From an optimization exercise on the open Yosys and OpenROAD flow, aimed at a short achievable clock period and few clock cycles; shortcuts taken in it are not production practice. The RTL was checked by simulation tests, not by an equivalence proof against the original design. No activity file was given, so power comes from the tool's default toggle rates.

**flow/design.v**
```verilog
package rv32i_types;
typedef enum bit [6:0] {
    op_lui   = 7'b0110111,  
    op_auipc = 7'b0010111,  
    op_jal   = 7'b1101111,  
    op_jalr  = 7'b1100111,  
    op_br    = 7'b1100011,  
    op_load  = 7'b0000011,  
    op_store = 7'b0100011,  
    op_imm   = 7'b0010011,  
    op_reg   = 7'b0110011,  
    op_csr   = 7'b1110011   
} rv32i_opcode;
typedef enum bit [2:0] {
    beq  = 3'b000,
    bne  = 3'b001,
    blt  = 3'b100,
    bge  = 3'b101,
    bltu = 3'b110,
    bgeu = 3'b111
} branch_funct3_t;
typedef enum bit [2:0] {
    lb  = 3'b000,
    lh  = 3'b001,
    lw  = 3'b010,
    lbu = 3'b100,
    lhu = 3'b101
} load_funct3_t;
typedef enum bit [2:0] {
    sb = 3'b000,
    sh = 3'b001,
    sw = 3'b010
} store_funct3_t;
typedef enum bit [2:0] {
    add  = 3'b000,  
    sll  = 3'b001,
    slt  = 3'b010,
    sltu = 3'b011,
    axor = 3'b100,
    sr   = 3'b101,  
    aor  = 3'b110,
    aand = 3'b111
} arith_funct3_t;
typedef enum bit [2:0] {
    alu_add = 3'b000,
    alu_sll = 3'b001,
    alu_sra = 3'b010,
    alu_sub = 3'b011,
    alu_xor = 3'b100,
    alu_srl = 3'b101,
    alu_or  = 3'b110,
    alu_and = 3'b111
} alu_ops;
typedef logic [31:0] rv32i_word;
typedef logic [4:0] rv32i_reg;
typedef logic [3:0] rv32i_mem_wmask;
typedef struct packed {
	rv32i_opcode opcode;
	alu_ops aluop;
	logic [2:0] regfilemux_sel;
	logic load_regfile;
	logic alumux1_sel; 
	logic [2:0] alumux2_sel;
	logic cmpmux_sel; 
	logic [1:0] memdatamux_sel;
	branch_funct3_t cmpop;
	rv32i_reg rd;
	logic [1:0] store_op;
	logic load_op;
	logic sign_sel;
	logic jalr_addr_sel;
	logic is_branch;
	logic is_jump;
	logic data_mem_read;
	logic data_mem_write;
	rv32i_reg rs1;
	rv32i_reg rs2;
	logic [7:0] bp_update_index;
} rv32i_control_word;
endpackage : rv32i_types
module register #(parameter width = 32)
(
    input clk,
    input rst,
    input load,
    input [width-1:0] in,
    output logic [width-1:0] out
);
logic [width-1:0] data;
always_ff @(posedge clk)
begin
    if (rst)
    begin
        data <= '0;
    end
    else if (load)
    begin
        data <= in;
    end
end
always_comb
begin
    out = data;
end
endmodule
module pc_register #(parameter width = 32)
(
    input clk,
    input rst,
    input load,
    input [width-1:0] in,
    output logic [width-1:0] out
);
logic [width-1:0] data;
always_ff @(posedge clk)
begin
    if (rst)
    begin
        data <= 32'h00000060;
    end
    else if (load)
    begin
        data <= in;
    end
end
always_comb
begin
    out = data;
end
endmodule
module regfile
(
    input clk,
    input load,
    input [31:0] in,
    input [4:0] src_a, src_b, dest,
    output logic [31:0] reg_a, reg_b
);
logic [31:0] data [32]  ;
always_ff @(posedge clk)
begin
    if (load && dest)
    begin
        data[dest] <= in;
    end
end
always_comb
begin
    reg_a = src_a ? data[src_a] : 0;
    reg_b = src_b ? data[src_b] : 0;
end
endmodule
module mux2 #(parameter width = 32)
(
	input sel,
	input [width-1:0] a, b,
	output logic [width-1:0] f
);
	always_comb
	begin
		if (sel == 0)
			f = a;
		else
			f = b;
	end
endmodule
module mux4 #(parameter width = 32)
(
	input logic [1:0] sel,
	input [width-1:0] a, b, c, d, 
	output logic [width-1:0] f
);
	always_comb
	begin
		if (sel == 0)
			f = a;
		else if (sel == 1)
			f = b;
		else if (sel == 2)
			f = c;
		else 
			f = d;		
	end
endmodule
module mux8 #(parameter width = 32)
(
	input logic [2:0] sel,
	input [width-1:0] a, b, c, d, aa, bb, cc, dd,
	output logic [width-1:0] f
);
	always_comb
	begin
		if (sel == 0)
			f = a;
		else if (sel == 1)
			f = b;
		else if (sel == 2)
			f = c;
		else if (sel == 3)
			f = d;
		else if (sel == 4)
			f = aa;
		else if (sel == 5)
			f = bb;
		else if (sel == 6)
			f = cc;
		else 
			f = dd;
	end
endmodule
import rv32i_types::*;
module alu
(
    input rv32i_types::alu_ops aluop,
    input [31:0] a, b,
    output logic [31:0] f
);
always_comb
begin
    case (aluop)
        alu_add:  f = a + b;
        alu_sll:  f = a << b[4:0];
        alu_sra:  f = $signed(a) >>> b[4:0];
        alu_sub:  f = a - b;
        alu_xor:  f = a ^ b;
        alu_srl:  f = a >> b[4:0];
        alu_or:   f = a | b;
        alu_and:  f = a & b;
    endcase
end
endmodule
import rv32i_types::*;
module cmp
(
	input rv32i_types::rv32i_word rs1,
	input rv32i_types::rv32i_word cmpmux,
	input rv32i_types::branch_funct3_t cmpop,
	output logic br_en
);
logic signed [31:0] rs1_signed;
logic signed [31:0] cmpmux_signed;
assign rs1_signed = $signed(rs1);
assign cmpmux_signed = $signed(cmpmux);
always_comb
begin
	br_en = 0;
	case(cmpop)
		beq: begin
			if (rs1 == cmpmux)
				br_en = 1;
		end
		bne: begin
			if (rs1 != cmpmux)
				br_en = 1;
		end
		blt: begin
			if (rs1_signed < cmpmux_signed)
				br_en = 1;
		end
		bge: begin
			if (rs1_signed >= cmpmux_signed)
				br_en = 1;
		end
		bltu: begin
			if (rs1 < cmpmux)
				br_en = 1;
		end
		bgeu: begin
			if (rs1 >= cmpmux)
				br_en = 1;
		end
	endcase
end
endmodule
import rv32i_types::*;
module forwarding_unit
(
	input rv32i_types::rv32i_reg rs1,
	input rv32i_types::rv32i_reg rs2,
	input rv32i_types::rv32i_reg mem_rd,
	input rv32i_types::rv32i_reg wb_rd,
	input rv32i_types::rv32i_reg decode_rs1,
	input rv32i_types::rv32i_reg decode_rs2,
	input rv32i_types::rv32i_opcode mem_opcode,
	input rv32i_types::rv32i_opcode wb_opcode,
	output logic [1:0] forwardA_sel,
	output logic [1:0] forwardB_sel,
	output logic decode_forwardA_sel,
	output logic decode_forwardB_sel
);
always_comb begin
	forwardA_sel = 2'b00;
	forwardB_sel = 2'b00;
	decode_forwardA_sel = 1'b0;
	decode_forwardB_sel = 1'b0;
	if( (wb_rd != 5'b0) && ((wb_opcode != op_store) && (wb_opcode != op_br)) ) begin
		forwardA_sel[1] = (rs1 == wb_rd);
		forwardB_sel[1] = (rs2 == wb_rd);
		decode_forwardA_sel = (decode_rs1 == wb_rd);
		decode_forwardB_sel = (decode_rs2 == wb_rd);
	end
	if( (mem_rd != 5'b0) && ((mem_opcode != op_store) && (mem_opcode != op_br)) ) begin
		forwardA_sel[0] = (rs1 == mem_rd);
		forwardB_sel[0] = (rs2 == mem_rd);
	end
end
endmodule
import rv32i_types::*;
module load_instr_block
(
	input rv32i_types::rv32i_word wb_mem_rdata,
	input rv32i_types::rv32i_word wb_alu_out,
	input logic wb_sign_sel,
	input logic wb_load_op,
	output rv32i_types::rv32i_word load_data_out
);
rv32i_types::rv32i_word lh_upper, lh_lower, lhu_upper, lhu_lower, lb_0, lb_1, lb_2, lb_3, lbu_0, lbu_1, lbu_2, lbu_3;
rv32i_types::rv32i_word load_half_signed_out, load_byte_signed_out, load_half_unsigned_out, load_byte_unsigned_out, load_signed_out, load_unsigned_out;
assign lh_upper = $signed(wb_mem_rdata[31:16]);
assign lh_lower = $signed(wb_mem_rdata[15:0]);
assign lhu_upper = {16'h0, wb_mem_rdata[31:16]};
assign lhu_lower = {16'h0, wb_mem_rdata[15:0]};	
assign lb_0 = $signed(wb_mem_rdata[7:0]);
assign lb_1 = $signed(wb_mem_rdata[15:8]);
assign lb_2 = $signed(wb_mem_rdata[23:16]);
assign lb_3 = $signed(wb_mem_rdata[31:24]);
assign lbu_0 = {24'h0, wb_mem_rdata[7:0]};
assign lbu_1 = {24'h0, wb_mem_rdata[15:8]};
assign lbu_2 = {24'h0, wb_mem_rdata[23:16]};
assign lbu_3 = {24'h0, wb_mem_rdata[31:24]};
mux2 load_half_signed
(
	.sel(wb_alu_out[1]),
	.a(lh_lower),
	.b(lh_upper),
	.f(load_half_signed_out)
);
mux4 load_byte_signed
(
	.sel(wb_alu_out[1:0]),
	.a(lb_0),
	.b(lb_1),
	.c(lb_2),
	.d(lb_3),
	.f(load_byte_signed_out)
);
mux2 load_half_unsigned
(
	.sel(wb_alu_out[1]),
	.a(lhu_lower),
	.b(lhu_upper),
	.f(load_half_unsigned_out)
);
mux4 load_byte_unsigned
(
	.sel(wb_alu_out[1:0]),
	.a(lbu_0),
	.b(lbu_1),
	.c(lbu_2),
	.d(lbu_3),
	.f(load_byte_unsigned_out)
);
mux2 load_signed
(
	.sel(wb_load_op),
	.a(load_half_signed_out),
	.b(load_byte_signed_out),
	.f(load_signed_out)
);
mux2 load_unsigned
(
	.sel(wb_load_op),
	.a(load_half_unsigned_out),
	.b(load_byte_unsigned_out),
	.f(load_unsigned_out)
);
mux2 load_instr_final
(
	.sel(wb_sign_sel),
	.a(load_signed_out),
	.b(load_unsigned_out),
	.f(load_data_out)
);
endmodule
import rv32i_types::*;
module mem_byte_enable_block
(
	input rv32i_types::rv32i_word mem_alu_out,
	input [1:0] mem_store_op,
	output logic [3:0] mem_byte_enable
);
logic [3:0] store_half_out;
logic [3:0] store_byte_out;
mux2 #(4) store_half
(
	.sel(mem_alu_out[1]),
	.a(4'b0011),
	.b(4'b1100),
	.f(store_half_out)
);
mux4 #(4) store_byte
(
	.sel(mem_alu_out[1:0]),
	.a(4'b0001),
	.b(4'b0010),
	.c(4'b0100),
	.d(4'b1000),
	.f(store_byte_out)
);
mux4 #(4) store_op
(
	.sel(mem_store_op),
	.a(4'b0000),
	.b(store_half_out),
	.c(store_byte_out),
	.d(4'b1111),
	.f(mem_byte_enable)
);
endmodule
import rv32i_types::*;
module control_rom
(
	input rv32i_types::rv32i_opcode opcode,
	input logic [2:0] funct3,
	input logic [6:0] funct7,
	input rv32i_types::rv32i_reg rd,
	input rv32i_types::rv32i_reg rs1,
	input rv32i_types::rv32i_reg rs2,
	input cache_hit,
	input rv32i_types::rv32i_opcode ex_opcode,
	input rv32i_types::rv32i_opcode mem_opcode,
	input rv32i_types::rv32i_reg prev_rd,
	input ex_br_en,
	input old_branch_hazard,
	input [7:0] bp_update_index,
	input [31:0] branch_target,
	input [31:0] id_pc,
	input [31:0] ex_pc,
	output rv32i_types::rv32i_control_word ctrl,
	output logic pipeline_continue ,
	output logic load_use_hazard,
	output logic branch_hazard,
	output logic pc_correction_sel
);
logic output_bubble;
logic [31:0] next_addr;
assign next_addr = ex_pc + 4;
always_comb begin
	output_bubble = 1'b0;
	branch_hazard = 1'b0;
	pc_correction_sel = 1'b0;
	if( ((ex_opcode == op_br) && (ex_br_en == 1'b1)) || (ex_opcode == op_jal) || (ex_opcode == op_jalr) ) begin
		if(id_pc != branch_target) begin
			output_bubble = 1'b1;
			branch_hazard = 1'b1;
		end
	end
	if( (ex_opcode == op_br) && (ex_br_en == 1'b0) ) begin
		if(id_pc != next_addr) begin
			output_bubble = 1'b1;
			branch_hazard = 1'b1;
			pc_correction_sel = 1'b1;
		end	
	end
	if(old_branch_hazard) begin
		output_bubble = 1'b1;
	end
end
always_comb
begin 
	pipeline_continue = cache_hit;
	load_use_hazard = 1'b1;
	ctrl.opcode = opcode;
	ctrl.load_regfile = 1'b0;
	ctrl.aluop = rv32i_types::alu_ops'(funct3);
	ctrl.cmpop = rv32i_types::branch_funct3_t'(funct3);
	ctrl.regfilemux_sel = 3'b0;
	ctrl.rd = rd;
	ctrl.rs1 = rs1;
	ctrl.rs2 = rs2;
	ctrl.alumux1_sel = 1'b0;
	ctrl.alumux2_sel = 3'b0;
	ctrl.cmpmux_sel = 1'b0;
	ctrl.memdatamux_sel = 2'b0;
	ctrl.store_op = 2'b0;
	ctrl.load_op = 1'b0;
	ctrl.sign_sel = 1'b0;
	ctrl.is_jump = 1'b0;
	ctrl.is_branch = 1'b0;
	ctrl.jalr_addr_sel = 1'b0;
	ctrl.data_mem_read = 1'b0;
	ctrl.data_mem_write = 1'b0;
	ctrl.bp_update_index = bp_update_index;
	case(opcode)
		op_lui: begin
			ctrl.regfilemux_sel = 3'b010;  
			ctrl.load_regfile = 1'b1;
		end 
		op_auipc: begin
			ctrl.aluop = alu_add;
			ctrl.alumux1_sel = 1'b1;
			ctrl.alumux2_sel = 3'b1;
			ctrl.load_regfile = 1'b1;  
		end
		op_jal: begin
			ctrl.aluop = alu_add;
			ctrl.is_jump = 1'b1;
			ctrl.alumux1_sel = 1'b1;
			ctrl.alumux2_sel = 3'b100;
			ctrl.regfilemux_sel = 3'b100;
			ctrl.load_regfile = 1'b1;
		end
		op_jalr: begin
			ctrl.aluop = alu_add;
			ctrl.is_jump = 1'b1;
			ctrl.regfilemux_sel = 3'b100;
			ctrl.load_regfile = 1'b1;
			ctrl.jalr_addr_sel = 1'b1;
		end
		op_br: begin
			ctrl.is_branch = 1'b1;
			ctrl.alumux1_sel = 1'b1;
			ctrl.alumux2_sel = 3'b010;
			ctrl.aluop = alu_add;
		end
		op_load: begin
			ctrl.data_mem_read = 1'b1;
			ctrl.aluop = alu_add;
			case(funct3)
				3'b000: begin
					ctrl.load_op = 1'b1; 
					ctrl.sign_sel = 1'b0;
					ctrl.regfilemux_sel = 3'b101;
				end 
				3'b001: begin
					ctrl.load_op = 1'b0;
					ctrl.sign_sel = 1'b0;
					ctrl.regfilemux_sel = 3'b101;
				end
				3'b010: begin
					ctrl.regfilemux_sel = 3'b011;
				end
				3'b100: begin
					ctrl.load_op = 1'b1;
					ctrl.sign_sel = 1'b1;
					ctrl.regfilemux_sel = 3'b101;
				end
				3'b101: begin
					ctrl.load_op = 1'b0;
					ctrl.sign_sel = 1'b1;
					ctrl.regfilemux_sel = 3'b101;
				end
				default: ;  
			endcase
			ctrl.load_regfile = 1'b1;
		end
		op_store: begin
			ctrl.data_mem_write = 1'b1;
			ctrl.aluop = alu_add;
			ctrl.alumux2_sel = 3'b011;
			case(funct3)
				3'b000: begin
					ctrl.memdatamux_sel = 2'b10;
					ctrl.store_op = 2'b10;
				end
				3'b001: begin
					ctrl.memdatamux_sel = 2'b01;
					ctrl.store_op = 2'b01;
				end
				3'b010: begin
					ctrl.store_op = 2'b11;
				end
				default: ;  
			endcase
		end
		op_imm: begin
			ctrl.load_regfile = 1'b1;
			case(funct3)
				3'b010: begin 
					ctrl.cmpop = blt;
					ctrl.cmpmux_sel = 1'b1;
					ctrl.regfilemux_sel = 3'b1;
				end
				3'b011: begin
					ctrl.cmpop = bltu;
					ctrl.cmpmux_sel = 1'b1;
					ctrl.regfilemux_sel = 3'b1;
				end
				3'b101: begin 
					case(funct7)
						7'b0000000: begin 
							ctrl.aluop = alu_srl;
						end
						7'b0100000: begin 
							ctrl.aluop = alu_sra;
						end 
						default:   ;
					endcase
				end
				default: ;   
			endcase
		end
		op_reg: begin
			ctrl.load_regfile = 1'b1;
			ctrl.alumux2_sel = 3'b101;
			case(funct3)
				3'b000: begin
					case(funct7)
						7'b0000000: begin 
							ctrl.aluop = alu_add;
						end 
						7'b0100000: begin 
							ctrl.aluop = alu_sub;
						end
						default:   ;
					endcase
				end 
				3'b010: begin 
					ctrl.cmpop = blt;
					ctrl.regfilemux_sel = 3'b1;
				end 
				3'b011: begin 	
					ctrl.cmpop = bltu;
					ctrl.regfilemux_sel = 3'b1;
				end 
				3'b101: begin 
					case(funct7) 
						7'b0000000: begin 
							ctrl.aluop = alu_srl;
						end 
						7'b0100000: begin
							ctrl.aluop = alu_sra;
						end 
						default:   ;
					endcase 
				end
				default: begin 
					ctrl.aluop = rv32i_types::alu_ops'(funct3);
				end 
			endcase
		end
		op_csr: ;  
		default: begin
			ctrl = 0;
		end 
	endcase
	if( (ex_opcode == op_load) && ((rs1 == prev_rd) || (rs2 == prev_rd)) ) begin
		load_use_hazard = 1'b0;
		ctrl.opcode = op_imm;
		ctrl.load_regfile = 1'b1;
		ctrl.aluop = alu_add;
		ctrl.cmpop = rv32i_types::branch_funct3_t'(3'b011);
		ctrl.regfilemux_sel = 3'b0;
		ctrl.rd = 5'b0;
		ctrl.rs1 = 5'b0;
		ctrl.rs2 = 5'b0;
		ctrl.alumux1_sel = 1'b0;
		ctrl.alumux2_sel = 3'b0;
		ctrl.cmpmux_sel = 1'b0;
		ctrl.memdatamux_sel = 2'b0;
		ctrl.store_op = 2'b0;
		ctrl.load_op = 1'b0;
		ctrl.sign_sel = 1'b0;
		ctrl.is_branch = 1'b0;
		ctrl.is_jump = 1'b0;
		ctrl.jalr_addr_sel = 1'b0;
		ctrl.data_mem_read = 1'b0;
		ctrl.data_mem_write = 1'b0;
	end
	if(output_bubble) begin
		ctrl.opcode = op_imm;
		ctrl.load_regfile = 1'b1;
		ctrl.aluop = alu_add;
		ctrl.cmpop = rv32i_types::branch_funct3_t'(3'b011);
		ctrl.regfilemux_sel = 3'b0;
		ctrl.rd = 5'b0;
		ctrl.rs1 = 5'b0;
		ctrl.rs2 = 5'b0;
		ctrl.alumux1_sel = 1'b0;
		ctrl.alumux2_sel = 3'b0;
		ctrl.cmpmux_sel = 1'b0;
		ctrl.memdatamux_sel = 2'b0;
		ctrl.store_op = 2'b0;
		ctrl.load_op = 1'b0;
		ctrl.sign_sel = 1'b0;
		ctrl.is_branch = 1'b0;
		ctrl.is_jump = 1'b0;
		ctrl.jalr_addr_sel = 1'b0;
		ctrl.data_mem_read = 1'b0;
		ctrl.data_mem_write = 1'b0;
	end
end
endmodule
module IF_ID_reg
(
	input clk,
	input rst,
	input logic load,
	input [31:0] if_pc_out,
	output logic [31:0] id_pc_out
);
register pc_out_reg
(	
	.clk(clk),
	.rst(rst),
	.load(load),
	.in(if_pc_out),
	.out(id_pc_out)
);
endmodule
import rv32i_types::*;
module ID_EX_reg
(
	input clk,
	input rst,
	input logic load,
	input logic hazard,
	input logic branch,
	input rv32i_types::rv32i_word id_pc_out,
	input rv32i_types::rv32i_control_word id_ctrl_word,
	input rv32i_types::rv32i_word id_rs1_out,
	input rv32i_types::rv32i_word id_rs2_out,
	input rv32i_types::rv32i_word id_i_imm,
	input rv32i_types::rv32i_word id_u_imm,
	input rv32i_types::rv32i_word id_b_imm,
	input rv32i_types::rv32i_word id_s_imm,
	input rv32i_types::rv32i_word id_j_imm,
	output rv32i_types::rv32i_word ex_pc_out, 
	output rv32i_types::rv32i_control_word ex_ctrl_word,
	output rv32i_types::rv32i_word ex_rs1_out,
	output rv32i_types::rv32i_word ex_rs2_out,
	output rv32i_types::rv32i_word ex_i_imm,
	output rv32i_types::rv32i_word ex_u_imm,
	output rv32i_types::rv32i_word ex_b_imm,
	output rv32i_types::rv32i_word ex_s_imm,
	output rv32i_types::rv32i_word ex_j_imm
);
logic [31:0] i_imm_out;
logic [31:0] pc_mux_out;
register pc_out_reg
(	
	.clk(clk),
	.rst(rst),
	.load(load),
	.in(pc_mux_out),
	.out(ex_pc_out)
);
register #(56) ctrl_word_reg  
(	
	.clk(clk),
	.rst(rst),
	.load(load),
	.in(id_ctrl_word),
	.out(ex_ctrl_word)
);
register rs1_out_reg
(	
	.clk(clk),
	.rst(rst),
	.load(load),
	.in(id_rs1_out),
	.out(ex_rs1_out)
);
register rs2_out_reg
(	
	.clk(clk),
	.rst(rst),
	.load(load),
	.in(id_rs2_out),
	.out(ex_rs2_out)
);
register i_imm_reg
(	
	.clk(clk),
	.rst(rst),
	.load(load),
	.in(i_imm_out),
	.out(ex_i_imm)
);
register u_imm_reg
(	
	.clk(clk),
	.rst(rst),
	.load(load),
	.in(id_u_imm),
	.out(ex_u_imm)
);
register b_imm_reg
(	
	.clk(clk),
	.rst(rst),
	.load(load),
	.in(id_b_imm),
	.out(ex_b_imm)
);
register s_imm_reg
(	
	.clk(clk),
	.rst(rst),
	.load(load),
	.in(id_s_imm),
	.out(ex_s_imm)
);
register j_imm_reg
(	
	.clk(clk),
	.rst(rst),
	.load(load),
	.in(id_j_imm),
	.out(ex_j_imm)
);
mux2 i_imm_mux
(
	.sel(hazard),
	.a(32'b0),
	.b(id_i_imm),
	.f(i_imm_out)
);
mux2 pc_mux
(
	.sel(~hazard | branch),
	.a(id_pc_out),
	.b(32'b0),
	.f(pc_mux_out)
);
endmodule
import rv32i_types::*;
module EX_MEM_reg
(
	input clk,
	input rst,
	input logic load,
	input rv32i_types::rv32i_word ex_pc_out,
	input rv32i_types::rv32i_control_word ex_ctrl_word,
	input rv32i_types::rv32i_word ex_alu_out,
	input logic ex_br_en,
	input rv32i_types::rv32i_word ex_mem_wdata,
	input rv32i_types::rv32i_word ex_u_imm,
	output rv32i_types::rv32i_word mem_pc_out, 
	output rv32i_types::rv32i_control_word mem_ctrl_word,
	output rv32i_types::rv32i_word mem_alu_out,
	output logic mem_br_en,
	output rv32i_types::rv32i_word mem_mem_wdata,
	output rv32i_types::rv32i_word mem_u_imm
);
register pc_out_reg
(	
	.clk(clk),
	.rst(rst),
	.load(load),
	.in(ex_pc_out),
	.out(mem_pc_out)
);
register #(56) ctrl_word_reg  
(	
	.clk(clk),
	.rst(rst),
	.load(load),
	.in(ex_ctrl_word),
	.out(mem_ctrl_word)
);
register alu_out_reg
(	
	.clk(clk),
	.rst(rst),
	.load(load),
	.in(ex_alu_out),
	.out(mem_alu_out)
);
register #(1) br_en_reg
(	
	.clk(clk),
	.rst(rst),
	.load(load),
	.in(ex_br_en),
	.out(mem_br_en)
);
register mem_wdata_reg
(	
	.clk(clk),
	.rst(rst),
	.load(load),
	.in(ex_mem_wdata),
	.out(mem_mem_wdata)
);
register u_imm_reg
(	
	.clk(clk),
	.rst(rst),
	.load(load),
	.in(ex_u_imm),
	.out(mem_u_imm)
);
endmodule
import rv32i_types::*;
module MEM_WB_reg
(
	input clk,
	input rst,
	input logic load,
	input rv32i_types::rv32i_word mem_pc_out,
	input rv32i_types::rv32i_control_word mem_ctrl_word,
	input rv32i_types::rv32i_word mem_alu_out,
	input logic mem_br_en,
	input rv32i_types::rv32i_word mem_u_imm,
	output rv32i_types::rv32i_word wb_pc_out, 
	output rv32i_types::rv32i_control_word wb_ctrl_word,
	output rv32i_types::rv32i_word wb_alu_out,
	output logic wb_br_en,
	output rv32i_types::rv32i_word wb_u_imm
);
register pc_out_reg
(	
	.clk(clk),
	.rst(rst),
	.load(load),
	.in(mem_pc_out),
	.out(wb_pc_out)
);
register #(56) ctrl_word_reg  
(	
	.clk(clk),
	.rst(rst),
	.load(load),
	.in(mem_ctrl_word),
	.out(wb_ctrl_word)
);
register alu_out_reg
(	
	.clk(clk),
	.rst(rst),
	.load(load),
	.in(mem_alu_out),
	.out(wb_alu_out)
);
register #(1) br_en_reg
(	
	.clk(clk),
	.rst(rst),
	.load(load),
	.in(mem_br_en),
	.out(wb_br_en)
);
register u_imm_reg
(	
	.clk(clk),
	.rst(rst),
	.load(load),
	.in(mem_u_imm),
	.out(wb_u_imm)
);
endmodule
module mp3_datapath
(
	input clk,
	input rst,
	input logic [31:0] data_mem_rdata,
	input logic [31:0] instr_mem_rdata,
	input cache_hit,
	output logic [31:0] instr_mem_addr,
	output logic [31:0] data_mem_addr,
	output logic [3:0] data_mem_byte_en,
	output logic [31:0] data_mem_wdata,
	output logic data_mem_read,
	output logic data_mem_write
);
localparam int BI = 5;               
localparam int NB = 1 << BI;         
localparam int TL = BI + 2;          
localparam int TH = 10;              
localparam int TW = TH - TL + 1;
localparam logic [6:0] OP_LUI   = 7'b0110111;
localparam logic [6:0] OP_AUIPC = 7'b0010111;
localparam logic [6:0] OP_JAL   = 7'b1101111;
localparam logic [6:0] OP_JALR  = 7'b1100111;
localparam logic [6:0] OP_BR    = 7'b1100011;
localparam logic [6:0] OP_LOAD  = 7'b0000011;
localparam logic [6:0] OP_STORE = 7'b0100011;
localparam logic [6:0] OP_IMM   = 7'b0010011;
localparam logic [6:0] OP_REG   = 7'b0110011;
logic [31:0] pc_f;
logic          btb_v   [NB];
logic [1:0]    btb_ctr [NB];
logic [TW-1:0] btb_tag [NB];
logic [15:2]   btb_tgt [NB];    
logic          btb_ret [NB];
logic [31:0]   ras;
logic        f2_v;
logic [31:0] f2_pc, f2_pn;
logic        f2_hit, f2_tk;
logic [1:0]  f2_ctr;
logic        use_ibuf;
logic [31:0] ibuf;
logic        d_v;
logic [31:0] d_ir, d_pc, d_pn;
logic        d_hit, d_tk;
logic [1:0]  d_ctr;
logic        e_v;
logic [4:0]  e_rd;
logic        e_wr, e_load, e_store, e_br, e_jal, e_jalr, e_pre_sel, e_sub, e_sra;
logic [2:0]  e_f3;
logic [31:0] e_a, e_b, e_sd, e_pre, e_pc, e_pc4, e_tgt, e_pn;
logic [2:0]  e_fa, e_fb, e_fs;
logic [8:0]  e_sel9;        
logic [8:0]  e_sela, e_sels;  
logic [8:0]  e_rs;          
logic [8:0]  e_rsa, e_rss;   
logic        e_eq_tgt, e_eq_pc4;
logic        e_hit, e_ret;
logic [1:0]  e_ctr;
logic        m_v, m_wr, m_load;
logic [4:0]  m_rd;
logic [31:0] m_res;
logic [2:0]  m_f3;
logic        w_v, w_wr, w_load;
logic [4:0]  w_rd;
logic [31:0] w_res;
logic [2:0]  w_f3;
logic [1:0]  w_a;
logic        w2_we;
logic [4:0]  w2_rd;
logic [31:0] w2_res;
logic          u_we, u_tgt_we, u_valid, u_ret, u_jalr;
logic [BI-1:0] u_idx;
logic [TW-1:0] u_tag;
logic [15:2]   u_tgt;
logic [1:0]    u_ctr;
logic [31:0] rf [32];
logic [BI-1:0] f_idx;
logic          f_hit, f_taken;
logic [31:0]   f_pn;
logic [1:0]    f_ctr;
assign instr_mem_addr = pc_f;
assign f_idx = pc_f[TL-1:2];
logic [NB-1:0] f_hitv, f_tkv;
always_comb
	for (int i = 0; i < NB; i++) begin
		f_hitv[i] = btb_v[i] && (btb_tag[i] == pc_f[TH:TL]);
		f_tkv[i]  = f_hitv[i] && btb_ctr[i][1];
	end
assign f_hit = f_hitv[f_idx];
assign f_ctr = btb_ctr[f_idx];
assign f_taken = f_tkv[f_idx];
logic [31:0]   f_btb, f_pc4;
assign f_btb = btb_ret[f_idx] ? ras : {pc_f[31:16], btb_tgt[f_idx], 2'b00};
assign f_pc4 = pc_f + 32'd4;
assign f_pn = f_taken ? f_btb : f_pc4;
logic [31:0] f2_ins;
assign f2_ins = use_ibuf ? ibuf : instr_mem_rdata;
logic [6:0]  d_op;
logic [2:0]  d_f3;
logic [4:0]  d_rs1, d_rs2, d_rdf;
logic        d_lui, d_auipc, d_jal, d_jalr, d_br, d_load, d_store, d_imm, d_reg;
logic        d_use1, d_use2, d_wr;
logic [31:0] d_iimm, d_simm, d_bimm, d_uimm, d_jimm, d_imm_v;
logic [31:0] d_tgt, d_pc4, d_pre, d_auipc_v;
logic [31:0] d_r1, d_r2;
logic [2:0]  d_fa, d_fb;
logic        d_hz;
assign d_op  = d_ir[6:0];
assign d_f3  = d_ir[14:12];
assign d_rs1 = d_ir[19:15];
assign d_rs2 = d_ir[24:20];
assign d_rdf = d_ir[11:7];
assign d_lui   = d_op == OP_LUI;
assign d_auipc = d_op == OP_AUIPC;
assign d_jal   = d_op == OP_JAL;
assign d_jalr  = d_op == OP_JALR;
assign d_br    = d_op == OP_BR;
assign d_load  = d_op == OP_LOAD;
assign d_store = d_op == OP_STORE;
assign d_imm   = d_op == OP_IMM;
assign d_reg   = d_op == OP_REG;
assign d_use1 = d_jalr | d_br | d_load | d_store | d_imm | d_reg;
assign d_use2 = d_br | d_store | d_reg;
assign d_wr   = (d_rdf != 5'd0) & (d_lui | d_auipc | d_jal | d_jalr | d_load | d_imm | d_reg);
assign d_iimm = {{21{d_ir[31]}}, d_ir[30:20]};
assign d_simm = {{21{d_ir[31]}}, d_ir[30:25], d_ir[11:7]};
assign d_bimm = {{20{d_ir[31]}}, d_ir[7], d_ir[30:25], d_ir[11:8], 1'b0};
assign d_uimm = {d_ir[31:12], 12'h000};
assign d_jimm = {{12{d_ir[31]}}, d_ir[19:12], d_ir[20], d_ir[30:21], 1'b0};
assign d_imm_v = d_store ? d_simm : d_iimm;
logic [31:0] d_off;
assign d_off = d_jal ? d_jimm : d_bimm;
assign d_tgt = d_pc + d_off;
function automatic logic addeq(input logic [31:0] a, input logic [31:0] b, input logic [31:0] c);
	logic [31:0] x, g, ok;
	x = a ^ b;
	g = a & b;
	ok[0] = x[0] == c[0];
	for (int i = 1; i < 32; i++)
		ok[i] = (x[i] ^ c[i]) == (g[i-1] | (x[i-1] & ~c[i-1]));
	addeq = &ok;
endfunction
assign d_pc4 = d_pc + 32'd4;
assign d_auipc_v = d_pc + d_uimm;
assign d_pre = d_lui ? d_uimm : (d_auipc ? d_auipc_v : d_pc4);
function automatic logic [31:0] dval(input logic [4:0] rs, input logic [31:0] rfv);
	if (rs == 5'd0) dval = 32'd0;
	else if (m_v && m_wr && m_rd == rs) dval = m_res;
	else if (w_v && w_wr && w_rd == rs) dval = w_res;
	else if (w2_we && w2_rd == rs) dval = w2_res;
	else dval = rfv;
endfunction
logic [31:0] d_rf1, d_rf2;
assign d_rf1 = rf[d_rs1];
assign d_rf2 = rf[d_rs2];
assign d_r1 = dval(d_rs1, d_rf1);
assign d_r2 = dval(d_rs2, d_rf2);
function automatic logic [2:0] fwd_sel(input logic [4:0] rs);
	if (rs != 5'd0 && e_v && e_wr && e_rd == rs) fwd_sel = 3'b001;
	else if (rs != 5'd0 && !(m_v && m_wr && m_rd == rs) && w_v && w_wr && w_load && w_rd == rs) fwd_sel = 3'b010;
	else fwd_sel = 3'b100;
endfunction
assign d_fa = fwd_sel(d_rs1);
assign d_fb = fwd_sel(d_rs2);
logic [2:0] d_fbx;
logic       d_sub;
logic [8:0] d_rs;
assign d_sub = d_reg & d_ir[30] & (d_f3 == 3'b000);
always_comb begin
	d_rs = 9'd0;
	if (d_lui | d_auipc | d_jal | d_jalr) d_rs[8] = 1'b1;
	else d_rs[d_f3] = 1'b1;
end
assign d_fbx = (d_use2 & ~d_store) ? d_fb : 3'b100;
function automatic logic ld_dep(input logic [4:0] rs);
	ld_dep = (rs != 5'd0) &&
	       ((e_v && e_load && e_rd == rs) || (m_v && m_load && m_rd == rs));
endfunction
assign d_hz = d_v && ((d_use1 && ld_dep(d_rs1)) || (d_use2 && ld_dep(d_rs2)));
logic d_ret;
assign d_ret = d_jalr && d_rdf == 5'd0 && d_ir[31:20] == 12'd0;
logic        d_redir;
logic [31:0] d_rtgt, d_pn2;
assign d_redir = d_v && !d_tk && (d_jal || (d_br && d_ir[31]) || d_ret);
assign d_rtgt  = d_ret ? ras : d_tgt;
assign d_pn2   = d_redir ? d_rtgt : d_pn;
logic [31:0] x_a, x_b, x_sd;
logic [31:0] x_sum, x_bn, x_res, x_sll, x_sr;
logic        x_lt, x_ltu, x_eq, x_cond, x_taken;
logic        x_jeq, x_mis;
logic        mis_t, mis_n;    
logic [31:0] x_redir;
logic [31:0] x_wdata;
logic [3:0]  x_be;
function automatic logic [31:0] fwd(input logic [31:0] r, input logic [2:0] s);
	fwd = ({32{s[0]}} & m_res) | ({32{s[1]}} & w2_res) | ({32{s[2]}} & r);
endfunction
assign x_a  = fwd(e_a, e_fa);
assign x_b  = fwd(e_b, e_fb);
assign x_sd = fwd(e_sd, e_fs);
function automatic logic [31:0] ks_sum(input logic [31:0] a, input logic [31:0] b, input logic cin);
	logic [31:0] p, g, gg, pp;
	p = a ^ b;
	g = a & b;
	gg = g;
	pp = p;
	gg[0] = g[0] | (p[0] & cin);
	for (int k = 0; k < 5; k++)
		for (int i = 31; i >= (1 << k); i--) begin
			gg[i] = gg[i] | (pp[i] & gg[i - (1 << k)]);
			pp[i] = pp[i] & pp[i - (1 << k)];
		end
	ks_sum = p ^ {gg[30:0], cin};
endfunction
function automatic logic ks_geu(input logic [31:0] a, input logic [31:0] b);
	logic [31:0] p, g, gg, pp;
	p = ~(a ^ b);
	g = a & ~b;
	gg = g;
	pp = p;
	gg[0] = g[0] | p[0];
	for (int k = 0; k < 5; k++)
		for (int i = 31; i >= (1 << k); i--) begin
			gg[i] = gg[i] | (pp[i] & gg[i - (1 << k)]);
			pp[i] = pp[i] & pp[i - (1 << k)];
		end
	ks_geu = gg[31];
endfunction
logic [2:0][31:0] src_a, src_b;
logic [8:0][31:0] suma9, sums9;
logic [8:0]       eq9, lt9, ltu9;
assign src_a[0] = m_res;
assign src_a[1] = w2_res;
assign src_a[2] = e_a;
assign src_b[0] = m_res;
assign src_b[1] = w2_res;
assign src_b[2] = e_b;
always_comb begin
	for (int i = 0; i < 3; i++)
		for (int j = 0; j < 3; j++) begin
			suma9[3*i+j] = ks_sum(src_a[i], src_b[j], 1'b0);
			sums9[3*i+j] = ks_sum(src_a[i], ~src_b[j], 1'b1);
			eq9[3*i+j]  = src_a[i] == src_b[j];
			ltu9[3*i+j] = ~ks_geu(src_a[i], src_b[j]);
			lt9[3*i+j]  = ltu9[3*i+j] ^ src_a[i][31] ^ src_b[j][31];
		end
	x_sum = 32'd0;
	for (int k = 0; k < 9; k++) x_sum = x_sum | ({32{e_sela[k]}} & suma9[k]) | ({32{e_sels[k]}} & sums9[k]);
	x_eq  = |(e_sel9 & eq9);
	x_lt  = |(e_sel9 & lt9);
	x_ltu = |(e_sel9 & ltu9);
end
assign x_sll = x_a << x_b[4:0];
logic [31:0] x_sra, x_srl;
assign x_sra = $signed(x_a) >>> x_b[4:0];
assign x_srl = x_a >> x_b[4:0];
assign x_sr  = e_sra ? x_sra : x_srl;
logic [31:0] x_addres;
always_comb begin
	x_addres = 32'd0;
	for (int k = 0; k < 9; k++) x_addres = x_addres | ({32{e_rsa[k]}} & suma9[k]) | ({32{e_rss[k]}} & sums9[k]);
end
assign x_res = x_addres |
               ({32{e_rs[1]}} & x_sll) |
               ({32{e_rs[2]}} & {31'd0, x_lt}) |
               ({32{e_rs[3]}} & {31'd0, x_ltu}) |
               ({32{e_rs[4]}} & (x_a ^ x_b)) |
               ({32{e_rs[5]}} & x_sr) |
               ({32{e_rs[6]}} & (x_a | x_b)) |
               ({32{e_rs[7]}} & (x_a & x_b)) |
               ({32{e_rs[8]}} & e_pre);
always_comb begin
	case (e_f3)
		3'b000: x_cond = x_eq;
		3'b001: x_cond = ~x_eq;
		3'b100: x_cond = x_lt;
		3'b101: x_cond = ~x_lt;
		3'b110: x_cond = x_ltu;
		default: x_cond = ~x_ltu;
	endcase
end
logic [31:0] jx, jg;
logic [31:1] jok;
assign jx = x_a ^ x_b;
assign jg = x_a & x_b;
always_comb begin
	jok[1] = (jx[1] ^ e_pn[1]) == jg[0];
	for (int i = 2; i < 32; i++)
		jok[i] = (jx[i] ^ e_pn[i]) == (jg[i-1] | (jx[i-1] & ~e_pn[i-1]));
end
assign x_jeq = &jok;
assign x_taken = e_jal | e_jalr | (e_br & x_cond);
logic x_mis_j;
assign x_mis   = x_taken ? mis_t : mis_n;
assign x_mis_j = e_v & e_jalr & ~x_jeq;
assign x_redir = x_taken ? e_tgt : e_pc4;
always_comb begin
	case (e_f3[1:0])
		2'b00: begin x_wdata = {4{x_sd[7:0]}};  x_be = 4'b0001 << x_sum[1:0]; end
		2'b01: begin x_wdata = {2{x_sd[15:0]}}; x_be = x_sum[1] ? 4'b1100 : 4'b0011; end
		default: begin x_wdata = x_sd;          x_be = 4'b1111; end
	endcase
end
logic [31:0] l_sh, l_val;
assign l_sh = data_mem_rdata >> {w_a, 3'b000};
always_comb begin
	case (w_f3)
		3'b000: l_val = {{24{l_sh[7]}}, l_sh[7:0]};
		3'b001: l_val = {{16{l_sh[15]}}, l_sh[15:0]};
		3'b100: l_val = {24'd0, l_sh[7:0]};
		3'b101: l_val = {16'd0, l_sh[15:0]};
		default: l_val = data_mem_rdata;
	endcase
end
logic redirect, stall;
logic pend;
logic [31:0] p_tgt;
assign redirect = x_mis | pend;
logic [31:0] pc_norm, pc_t, pc_n, pc_next;
logic [31:0] pc_other;
logic        f_use;
always_comb begin
	if (pend) pc_other = p_tgt;
	else if (stall) pc_other = pc_f;
	else if (d_redir) pc_other = d_rtgt;
	else pc_other = f_pc4;
end
assign f_use = f_taken & ~pend & ~stall & ~d_redir;
assign pc_norm = f_use ? f_btb : pc_other;
assign mis_t = e_v & ~pend & ~e_jalr & ~e_eq_tgt;
assign mis_n = e_v & ~pend & ~e_jalr & ~e_eq_pc4;
assign pc_t = mis_t ? e_tgt : pc_norm;
assign pc_n = mis_n ? e_pc4 : pc_norm;
assign pc_next = x_taken ? pc_t : pc_n;
assign stall = d_hz;
always_ff @(posedge clk) begin
	if (rst) begin
		pc_f <= 32'h00000060;
		f2_v <= 1'b0;
		use_ibuf <= 1'b0;
		d_v <= 1'b0;
		e_v <= 1'b0;
		m_v <= 1'b0;
		w_v <= 1'b0;
		w2_we <= 1'b0;
		u_we <= 1'b0;
		pend <= 1'b0;
		data_mem_read <= 1'b0;
		data_mem_write <= 1'b0;
		data_mem_addr <= 32'd0;
		data_mem_wdata <= 32'd0;
		data_mem_byte_en <= 4'd0;
	end else if (cache_hit) begin
		pend <= x_mis_j & ~pend;
		pc_f <= pc_next;
		if (redirect) begin
			f2_v <= 1'b0;
			use_ibuf <= 1'b0;
			d_v <= 1'b0;
		end else if (stall) begin
			if (f2_v && !use_ibuf) use_ibuf <= 1'b1;
		end else if (d_redir) begin
			f2_v <= 1'b0;
			use_ibuf <= 1'b0;
			d_v <= 1'b0;
		end else begin
			f2_v <= 1'b1;
			use_ibuf <= 1'b0;
			d_v <= f2_v;
		end
		e_v <= d_v & ~stall & ~redirect;
		m_v <= e_v & ~pend;
		w_v <= m_v;
		w2_we <= w_v & w_wr;
		u_we <= e_v & ~pend & ((e_br | e_jal | e_jalr) ? (x_taken | e_hit) : e_hit);
		data_mem_read <= e_v & ~pend & e_load;
		data_mem_write <= e_v & ~pend & e_store;
		data_mem_addr    <= x_sum;
		data_mem_wdata   <= x_wdata;
		data_mem_byte_en <= x_be;
	end
end
always_ff @(posedge clk) begin
	if (rst) begin
		e_a <= '0;
		e_b <= '0;
		e_sd <= '0;
		e_pre <= '0;
		e_tgt <= '0;
		e_pc4 <= '0;
		e_pn <= '0;
		e_fa <= '0;
		e_fb <= '0;
		e_fs <= '0;
		e_sel9 <= '0;
		e_sela <= '0;
		e_sels <= '0;
		e_rs <= '0;
		e_rsa <= '0;
		e_rss <= '0;
		e_f3 <= '0;
		e_sub <= '0;
		e_sra <= '0;
		e_eq_tgt <= '0;
		e_eq_pc4 <= '0;
		e_jalr <= '0;
		e_jal <= '0;
		e_br <= '0;
		m_res <= '0;
		w_res <= '0;
		w2_res <= '0;
		d_ir <= '0;
	end else if (cache_hit) begin
		if (stall && f2_v && !use_ibuf) ibuf <= instr_mem_rdata;
		if (d_v && (d_jal || d_jalr) && d_rdf != 5'd0) ras <= d_pc4;
		if (!stall) begin
			f2_pc  <= pc_f;
			f2_pn  <= f_pn;
			f2_hit <= f_hit;
			f2_tk  <= f_taken;
			f2_ctr <= f_ctr;
			d_ir  <= f2_ins;
			d_pc  <= f2_pc;
			d_pn  <= f2_pn;
			d_hit <= f2_hit;
			d_tk  <= f2_tk;
			d_ctr <= f2_ctr;
		end
		e_rd      <= d_rdf;
		e_wr      <= d_wr;
		e_load    <= d_load;
		e_store   <= d_store;
		e_br      <= d_br;
		e_jal     <= d_jal;
		e_jalr    <= d_jalr;
		e_pre_sel <= d_lui | d_auipc | d_jal | d_jalr;
		e_sub     <= d_sub;
		e_sra     <= d_ir[30];
		e_f3      <= d_f3;
		e_a       <= d_r1;
		e_b       <= d_use2 & ~d_store ? d_r2 : d_imm_v;
		e_sd      <= d_r2;
		e_fa      <= d_fa;
		e_fb      <= d_fbx;
		for (int i = 0; i < 3; i++)
			for (int j = 0; j < 3; j++) begin
				e_sel9[3*i+j] <= d_fa[i] & d_fbx[j];
				e_sela[3*i+j] <= d_fa[i] & d_fbx[j] & ~d_sub;
				e_sels[3*i+j] <= d_fa[i] & d_fbx[j] & d_sub;
				e_rsa[3*i+j]  <= d_fa[i] & d_fbx[j] & ~d_sub & d_rs[0];
				e_rss[3*i+j]  <= d_fa[i] & d_fbx[j] & d_sub & d_rs[0];
			end
		e_rs      <= d_rs;
		e_fs      <= d_fb;
		e_pre     <= d_pre;
		e_pc      <= d_pc;
		e_pc4     <= d_pc4;
		e_tgt     <= d_tgt;
		e_pn      <= d_pn2;
		e_eq_tgt  <= d_redir | addeq(d_pc, d_off, d_pn);
		e_eq_pc4  <= d_redir ? (d_off == 32'd4) : addeq(d_pc, 32'd4, d_pn);
		e_hit     <= d_hit;
		e_ret     <= d_ret;
		e_ctr     <= d_ctr;
		m_wr   <= e_wr;
		m_load <= e_load;
		m_rd   <= e_rd;
		m_res  <= x_res;
		m_f3   <= e_f3;
		w_wr   <= m_wr;
		w_load <= m_load;
		w_rd   <= m_rd;
		w_res  <= m_res;
		w_f3   <= m_f3;
		w_a    <= data_mem_addr[1:0];
		w2_rd  <= w_rd;
		w2_res <= w_load ? l_val : w_res;
		u_idx    <= e_pc[TL-1:2];
		u_tag    <= e_pc[TH:TL];
		p_tgt    <= {x_sum[31:1], 1'b0};
		u_tgt    <= e_tgt[15:2];
		u_jalr   <= e_jalr;
		u_tgt_we <= x_taken;
		u_valid  <= e_br | e_jal | e_jalr;
		u_ret    <= e_ret;
		if (e_jal | e_jalr)
			u_ctr <= 2'b11;
		else if (!e_hit)
			u_ctr <= 2'b10;
		else if (x_taken)
			u_ctr <= (e_ctr == 2'b11) ? 2'b11 : e_ctr + 2'b01;
		else
			u_ctr <= (e_ctr == 2'b00) ? 2'b00 : e_ctr - 2'b01;
	end
end
always_ff @(posedge clk) begin
	if (w2_we) rf[w2_rd] <= w2_res;
end
always_ff @(posedge clk) begin
	if (rst) begin
		for (int i = 0; i < NB; i++) btb_v[i] <= 1'b0;
	end else if (u_we) begin
		btb_ctr[u_idx] <= u_ctr;
		if (u_tgt_we || !u_valid) begin
			btb_v[u_idx]   <= u_valid;
			btb_tag[u_idx] <= u_tag;
			btb_tgt[u_idx] <= u_jalr ? p_tgt[15:2] : u_tgt;
			btb_ret[u_idx] <= u_ret;
		end
	end
end
endmodule
```
**flow/flow/run.sh**
```bash
#!/bin/bash
# Standard ORFS layout; repair_timing aims for setup slack well beyond the
# clock period's needs so the achieved period is pushed down.
set -euo pipefail
bash standard.sh SETUP_SLACK_MARGIN=11 finish > flow_make.log 2>&1
```
**flow/standard.sh**
```bash
#!/bin/bash
# synth_recipe.tcl (not shown) runs the flow's synth.tcl, then flattens the netlist and writes it again
# the make line also repeats each setting of config.mk as NAME=value (left out here)
make -C /OpenROAD-flow-scripts/flow DESIGN_CONFIG=/design/flow/config.mk WORK_HOME=/design/flow/orfs CLKGATE_MAP_FILE= SYNTH_SCRIPT=/design/flow/synth_recipe.tcl "${@:-finish}"
```
**flow/config.mk**
```make
export PLATFORM = sky130hd
export DESIGN_NAME = mp3_datapath
export DESIGN_NICKNAME = mp3_datapath
export VERILOG_FILES = /design/flow/design.v
export SDC_FILE = /design/flow/constraint.sdc
export NUM_CORES = 4
export LEC_CHECK = 0
export ABC_CLOCK_PERIOD_IN_PS = 4000
export CAP_MARGIN = 20
export CORE_MARGIN = 2
export CORE_UTILIZATION = 35
export SLEW_MARGIN = 20
```
**flow/constraint.sdc**
```tcl
create_clock -name core_clock -period 15.0 [get_ports {clk}]
set_input_delay 3.0000 -clock core_clock [delete_from_list [all_inputs] [get_ports {clk}]]
set_output_delay 3.0000 -clock core_clock [all_outputs]
set_load 0.01 [all_outputs]
```
==> results of run 1 <==
placed cells by master, fill, tap and decap left out, drive strengths merged, types with 85 or more instances in the layout:
cell	n
a211oi	194
a21o	115
a21oi	739
a221oi	112
a222oi	168
a22o	86
a22oi	125
and3	85
buf	1405
clkbuf	406
clkinv	104
dfxtp	543
edfxtp	2036
ha	569
inv	497
mux2i	392
mux4	815
nand2	945
nand2b	102
nand3	216
nand4	140
nor2	1035
nor2b	90
nor3	195
o211ai	204
o21ai	632
o21bai	109
xnor2	451
xor2	235
power breakdown:
group | switching (mW) | total, mW | leakage (nW) | internal (mW)
Combinational | 3.45 | 5.68 | 39.8 | 2.23
Sequential | 0.263 | 8.14 | 23.5 | 7.88
Clock | 3.12 | 7.16 | 4.52 | 4.04
Total | 6.83 | 21.0 | 67.8 | 14.2
state kept, by name (all words and copies together) (netlist names), 64 cells and up, named ones only:
| signal | flops |
|---|---|
| btb_tgt | 448 |
| btb_tag | 128 |
| btb_ctr | 64 |
| rf | 1024 |
kinds of logic after synthesis:
| kind of cell | Yosys count | synth area share |
|---|---|---|
| adders and majority gates | 645 | 0.0571 |
| muxes | 1242 | 0.150 |
| xor gates and xnor gates | 686 | 0.0398 |
| and+or+nand+nor | 3161 | 0.0971 |
| DFF | 2579 | 0.476 |
| buffers and inverters | 1510 | 0.0383 |
| AOI/OAI and AO/OA | 3116 | 0.141 |
per-stage QoR:
step	hold WS, ps	utilization
after detailed placement	405	0.373
after CTS	400	0.429
after floorplan	400	-
final	402	0.444
after global placement	400	0.373
after global routing	417	0.443
worst min-delay path by stage:
stage | from | endpoint | slack [ps]
2_1_floorplan | f2_ctr[0]$_DFFE_PP_ | d_ctr[0]$_DFFE_PP_ | 400
3_3_place_gp | f2_pn[9]$_DFFE_PP_ | d_pn[9]$_DFFE_PP_ | 400
3_5_place_dp | f2_pc[14]$_DFFE_PP_ | d_pc[14]$_DFFE_PP_ | 400
4_1_cts | f2_ctr[1]$_DFFE_PP_ | d_ctr[1]$_DFFE_PP_ | 400
5_1_grt | f2_pn[25]$_DFFE_PP_ | d_pn[25]$_DFFE_PP_ | 420
6_report | f2_ctr[1]$_DFFE_PP_ | d_ctr[1]$_DFFE_PP_ | 400
routing by layer:
metal,vias up,track usage,part of all wire
li1,51641,-,-
met2,10384,0.468,0.41
met3,2493,0.101,0.14
met4,38,0.219,0.085
met5,-,0.00787,0.0010
met1,65398,0.431,0.37
timing repair:
action,CTS,global route
pin swaps,390,324
setup endpoints to repair,1652,641
gates resized for setup,2284,675
gates cloned,85,31
buffers inserted,634,246
layout make-up:
type / count / area, sq um / area share
multi-input combinational: 8884 / 83000 / 0.435
sequential: 2579 / 72600 / 0.381
timing repair buffer: 1529 / 16600 / 0.0871
clock buffer: 380 / 7770 / 0.0407
tap: 5710 / 7140 / 0.0374
inverter: 517 / 2100 / 0.0110
clock inverter: 139 / 1530 / 0.00803
antenna: 34 / 85.1 / 0.000446
timing repair inverter: 1 / 8.76 / 0.0000459
==> metrics.yaml, run 1 <==
setup_path:
  r2r-start: "m_res[6]$_SDFFE_PP0P_"
  ff2ff_path_depth: 15
  cp_slowest_cell: "a222oi_1"
  critPathKind: "flop to flop"
  critical_path.top_delay_family: "compound AO/OA/AOI/OAI gates"
  crit_path_end: "m_res[31]$_SDFFE_PP0P_"
  worst-path-stages: 15
  cp_max_fo: 7
  reg2reg_slack_ps: 9960
  crit_path_max_incr_delay_ps: 1090
  startpoint: "m_res[6]$_SDFFE_PP0P_"
  critPathRequiredTime_ps: 15780
  crit_chain: "buf_12 > buf_4 > a222oi_1 > buf_4 > mux2i_1 > mux2i_2 > mux2i_1 > mux2i_4 > nand2_1 > a31oi_4 > o2111ai_4 > a311oi_4 > nand4b_1 > nor4b_2 > a221oi_1"
  start_kind: "flop"
  crit_arrival_ps: 5820
  r2r_end: "m_res[31]$_SDFFE_PP0P_"
  path_buf_inv: 3
  end_kind: "flop"
timing:
  finalMaxSlewViolations: 0
  fin_crit_sh: 0.336
  post-route-min-period_ps: 5040
  relSlewSlack: 0.0582
  skew_ps: 100
  finalHoldViolations: 0
  clock.fmax_mhz: 198
  setup_slack_ps: 9960
  finalSetupViolCount: 0
  finalSetupTns_ps: 0
  rsz0062_at_grt: "yes"
  worst_pin_slew_ps: 1410
global_route:
  grt_first_pass_wirelength_um: 1000000
  grt_max_degree: 102
  antenna_found_initial: 47
  grt_pass1_vias: 119638
  grt-ovfl-total: 0
  grt_usage: 0.330
power_and_ir_drop:
  ir_drop_uv: 110
  p_leak_nw: 67.8
  p_per_area_nw_per_um2: 110
  p_total_mw: 21.0
placement:
  gp_congestion: 1.09
  port_buffers: 168
  pre_cts_ws_ps: 7930
  placed_area_sq_um: 161000
  placed_cells: 18216
  place_hpwl_um: 487000
yosys:
  ys_seq_elements: 2579
  synth_top_area_cell: "edfxtp_1"
  yosys_warnings: 1
  ys.flop_type: "edfxtp_1"
  synth_cells: 12939
  synth-edff-count: 2036
  synth.avg_cell_area_sq_um: 11.7
  yosys.area.top_type_share: 0.405
  synthTopCellsByArea: "edfxtp_1, mux4_2, dfxtp_1"
  synth_fp_nets: 13650
  seq_area_frac_synth: 0.476
  ys_async_sr_fraction: 0
  yosysMostFrequentCell: "edfxtp_1"
  synth_common_cells: "edfxtp_1, nor2_1, nand2_1"
  synthesis.area_sq_um: 151000
  synth_cell_types: 114
flow_run:
  maxCapViolCount: 0
drt:
  wl_per_cell_um: 38.4
  drt-vias-per-instance: 6.57
  drt_iter0_drc: 22822
  drt_pre_antenna_iters: 13
  ant_nets: 0
  routed_wl_um: 759000
  num_vias: 129954
  drc_errors: 0
floorplan:
  num_rows: 241
  dieWidth_um: 661
  core_area_sq_um: 430000
  start_util: 0.351
  dieArea_sq_um: 437000
  dieHeight_um: 661
  io_pins: 169
layout:
  drive_gt1_frac: 0.308
  final_cell_area_sq_um: 191000
  area_growth_pct: 26.3
  nFillCells: 39031
  stdcell_count: 19773
  nNetsFinal: 14507
cts:
  clock_path_buffers: 4
  cts_sinks: 2579
  insertion_delay_ps: 1000
  clk_pin_slew_worst_paths_ps: 60
  ctsHoldBuffers: 0
  h-tree-depth: 5
  cts_tree: "yes"
  cts-root-buf: "clkbuf_16"
  cts_buffers: 284
min_path:
  holdPathStages: 0
  worstHoldPathType: "flop to flop"
outcome:
  status: "complete, no violations"
Testbench counts, summed over its fixed seeds: cycles 66,023.
==> inputs of run 2 (changes only) <==
--- a/flow/design.v
+++ b/flow/design.v
@@ -1360,3 +1360,2 @@
 		e_br <= '0;
-		m_res <= '0;
 		w_res <= '0;
==> run 2 against run 1 <==
Compared with the run above:
- still clean on timing, DRC and antenna
- clock-buffer cell count shrank 24
- sequential share of layout area grew 1.1 points
- register-to-register slack gained 90 ps
- synthesized cell count shrank 0.12%
- non-clock buffer count shrank 264
- sequential power shrank 0.9%
- worst hold slack gained 8.9 ps
- combinational power shrank 24%
- cell count shrank 1.4%
- critical path type unchanged
==> metrics.yaml, run 2 <==
outcome:
  status: "complete, no violations"
placement:
  gp_congestion: 1.06
  port_buffers: 168
  place_hpwl_um: 488000
  placed_area_sq_um: 161000
  placed_cells: 18219
min_path:
  worstHoldPathType: "flop to flop"
layout:
  top_register: "rf"
  reg_top3: "rf: 1024 flops, btb_tgt: 448 flops, btb_tag: 128 flops"
  final_common_cell: "edfxtp_1"
  nFillCells: 39323
  largest_register_ff_count: 1024
  stdcell_count: 19504
  nNetsFinal: 14241
  area_growth_pct: 22.9
  mostFrequentLayoutCells: "edfxtp_1, nand2_1, nor2_1"
  final_cell_area_sq_um: 186000
  drive_gt1_frac: 0.277
power_and_ir_drop:
  p_int_mw: 13.6
  pwr-share-comb: 0.220
  p_leak_nw: 65.7
  clockPowerShare: 0.369
  seqPwrFrac: 0.411
  ir_drop_uv: 100
  switching_share: 0.309
  p_total_mw: 19.6
  p_per_area_nw_per_um2: 106
  p_sw_mw: 6.07
floorplan:
  io_pins: 169
  dieWidth_um: 662
  dieHeight_um: 662
  dieArea_sq_um: 438000
  num_rows: 241
  core_area_sq_um: 431000
  start_util: 0.351
drt:
  drc_errors: 0
  ant_nets: 0
  num_vias: 126109
  routed_wl_um: 732000
  drt-vias-per-instance: 6.47
  wl_per_cell_um: 37.6
  drt_iter0_drc: 20668
  drt_pre_antenna_iters: 13
timing:
  skew_ps: 94.3
  finalSetupViolCount: 0
  worst_pin_slew_ps: 1380
  fin_crit_sh: 0.330
  relSlewSlack: 0.0777
  post-route-min-period_ps: 4950
  finalHoldViolations: 0
  rsz0062_at_grt: "yes"
  finalMaxSlewViolations: 0
  clock.fmax_mhz: 202
  finalSetupTns_ps: 0
yosys:
  synthXorXnorAreaFrac: 0.0411
  yosys_warnings: 1
  synth_fp_nets: 13634
  synth_cell_types: 122
  ys_seq_elements: 2579
  synth_top_family_by_area: "multiplexers"
  synthTopCellsByArea: "edfxtp_1, mux4_2, dfxtp_1"
  synth-simple-area-share: 0.0940
  synthesis.area_sq_um: 151000
  synth_fa_ha_area_frac: 0.0571
  synth_cells: 12923
  synth_top_area_cell: "edfxtp_1"
  ys_async_sr_fraction: 0
  synth-edff-count: 2068
  yosys.area.top_type_share: 0.410
  synth_common_cells: "edfxtp_1, nor2_1, nand2_1"
  muxShareOfSynthArea: 0.149
  ys.flop_type: "edfxtp_1"
  seq_area_frac_synth: 0.478
  synth.avg_cell_area_sq_um: 11.7
  synth_compound_area_frac: 0.142
  yosysMostFrequentCell: "edfxtp_1"
cts:
  clock_path_buffers: 4
  cts_buffers: 291
  cts_tree: "yes"
  cts_sinks: 2579
  insertion_delay_ps: 960
  ctsHoldBuffers: 0
  cts-root-buf: "clkbuf_16"
  h-tree-depth: 5
  clk_pin_slew_worst_paths_ps: 60
global_route:
  grt_pass1_vias: 116512
  grt_max_degree: 113
  grt_usage: 0.320
  grt-ovfl-total: 0
  antenna_found_initial: 72
  grt_first_pass_wirelength_um: 979000
setup_path:
  critPathKind: "flop to flop"
  cp_max_fo: 11
  crit_arrival_ps: 5810
  critPathRequiredTime_ps: 15860
  end_kind: "flop"
  start_kind: "flop"
flow_run:
  maxCapViolCount: 0
[run 2: cell families after synthesis]
logic type / after synthesis
buf+inv: 1497
simple gates: 3119
xor+xnor: 711
compound gates: 3137
fa+ha+maj: 646
mux: 1234
flops: 2579
[run 2: what timing repair did]
item,in CTS,in global routing
endpoints found under the hold margin,0,0
endpoints found under the setup margin,1549,648
gates cloned,60,17
pin swaps,301,320
buffers inserted,455,190
gates resized for setup,1786,575
[run 2: final cells by class]
class                   instances  area (sq um)  share of cell area
well taps                    5710          7140              0.0384
repair buffers               1265         14000              0.0753
flip-flops and latches       2579         72900               0.392
clock inverters               167          1680             0.00904
multi-input cells            8866         80300               0.432
inverters                     523          2080              0.0112
repair inverters                4          35.0            0.000188
clock buffers                 356          7830              0.0421
diodes                         34          85.1            0.000457
[run 2: layer usage]
metal,global-route usage,vias up,share of wire
li1,-,50950,-
met1,0.418,63443,0.38
met2,0.462,9357,0.42
met3,0.0860,2291,0.12
met4,0.222,68,0.086
met5,0,-,0.00063
[run 2: stage by stage]
step | setup slack (ps) | utilization | hold WS [ps]
global placement | 8380 | 0.373 | 401
finish | 10050 | 0.432 | 411
global route | 10110 | 0.432 | 413
detailed placement | 8320 | 0.373 | 405
floorplan | 7820 | - | 400
CTS | 10200 | 0.421 | 397
[run 2: power by group through the flow]
| stage | Sequential (mW) | Combinational [mW] | Clock, mW |
|---|---|---|---|
| after CTS | 8.07 | 3.93 | 7.30 |
| after global routing | 8.07 | 4.42 | 7.56 |
| after global placement | 8.27 | 3.46 | 0 |
| after floorplan | 8.13 | 2.15 | 0 |
| final | 8.07 | 4.31 | 7.26 |
| after detailed placement | 8.27 | 3.44 | 0 |
[run 2: worst paths after layout]
| path | from | to | slack (ps) | cells past startpoint |
|---|---|---|---|---|
| worst max-delay path | e_b[26]$_SDFFE_PP0P_ | pc_f[13]$_SDFFE_PP0P_ | 10050 | 20 |
| worst min-delay path | f2_pc[16]$_DFFE_PP_ | d_pc[16]$_DFFE_PP_ | 410 | 0 |
| worst max register to register | e_b[26]$_SDFFE_PP0P_ | pc_f[13]$_SDFFE_PP0P_ | 10050 | 20 |
| worst min register to register | f2_pc[16]$_DFFE_PP_ | d_pc[16]$_DFFE_PP_ | 410 | 0 |
[run 2: critical path, cell delays in order (launching register included)]
cell and delay [ps]:
dfxtp_1 320, buf_6 250, clkinvlp_4 120, buf_4 200, buf_4 150, ha_4 360, inv_1 140, o21ai_1 320
a221oi_1 180, o21ai_2 300, inv_1 220, a31oi_1 320, nand3_4 300, o311ai_4 470, o21ai_4 90, buf_12 190
buf_12 150, a21oi_4 310, buf_6 220, nor3_2 70, o41ai_2 210
Testbench counts of run 2, summed over its fixed seeds: cycles 66,023.

## static timing again, ports no longer ideal
Ports are ideal in the flow. The routed layouts listed here were re-timed in OpenROAD.
Step 1 (the two cells are an assumption about what drives the block):
set clk [get_ports {clk}]
set_driving_cell -lib_cell sky130_fd_sc_hd__clkbuf_16 $clk
set_driving_cell -lib_cell sky130_fd_sc_hd__buf_2 [delete_from_list [all_inputs] $clk]
Step 2 moves the port delays by t, midway between the first and last clock arrival at a register: inputs arrive t later, outputs are due t later. That takes back most of the time a late clock gives input paths.
Slacks: ideal / step 1 / step 2; pairs: ideal / step 1.
run	shift t [ns]	setup slack, ns	worst hold slack (ns)	clock arrival spread, ns
run 1	1.062	9.962 / 9.927 / 8.864	0.402 / 0.402 / 0.402	0.101 / 0.101
run 2	1.034	10.049 / 10.049 / 9.766	0.411 / 0.411 / 0.411	0.116 / 0.116
After both steps setup and hold are still met in every run listed. The setup slack of run 1, which loses most, moves by -0.035 ns with the drivers and by -1.098 ns with both steps.
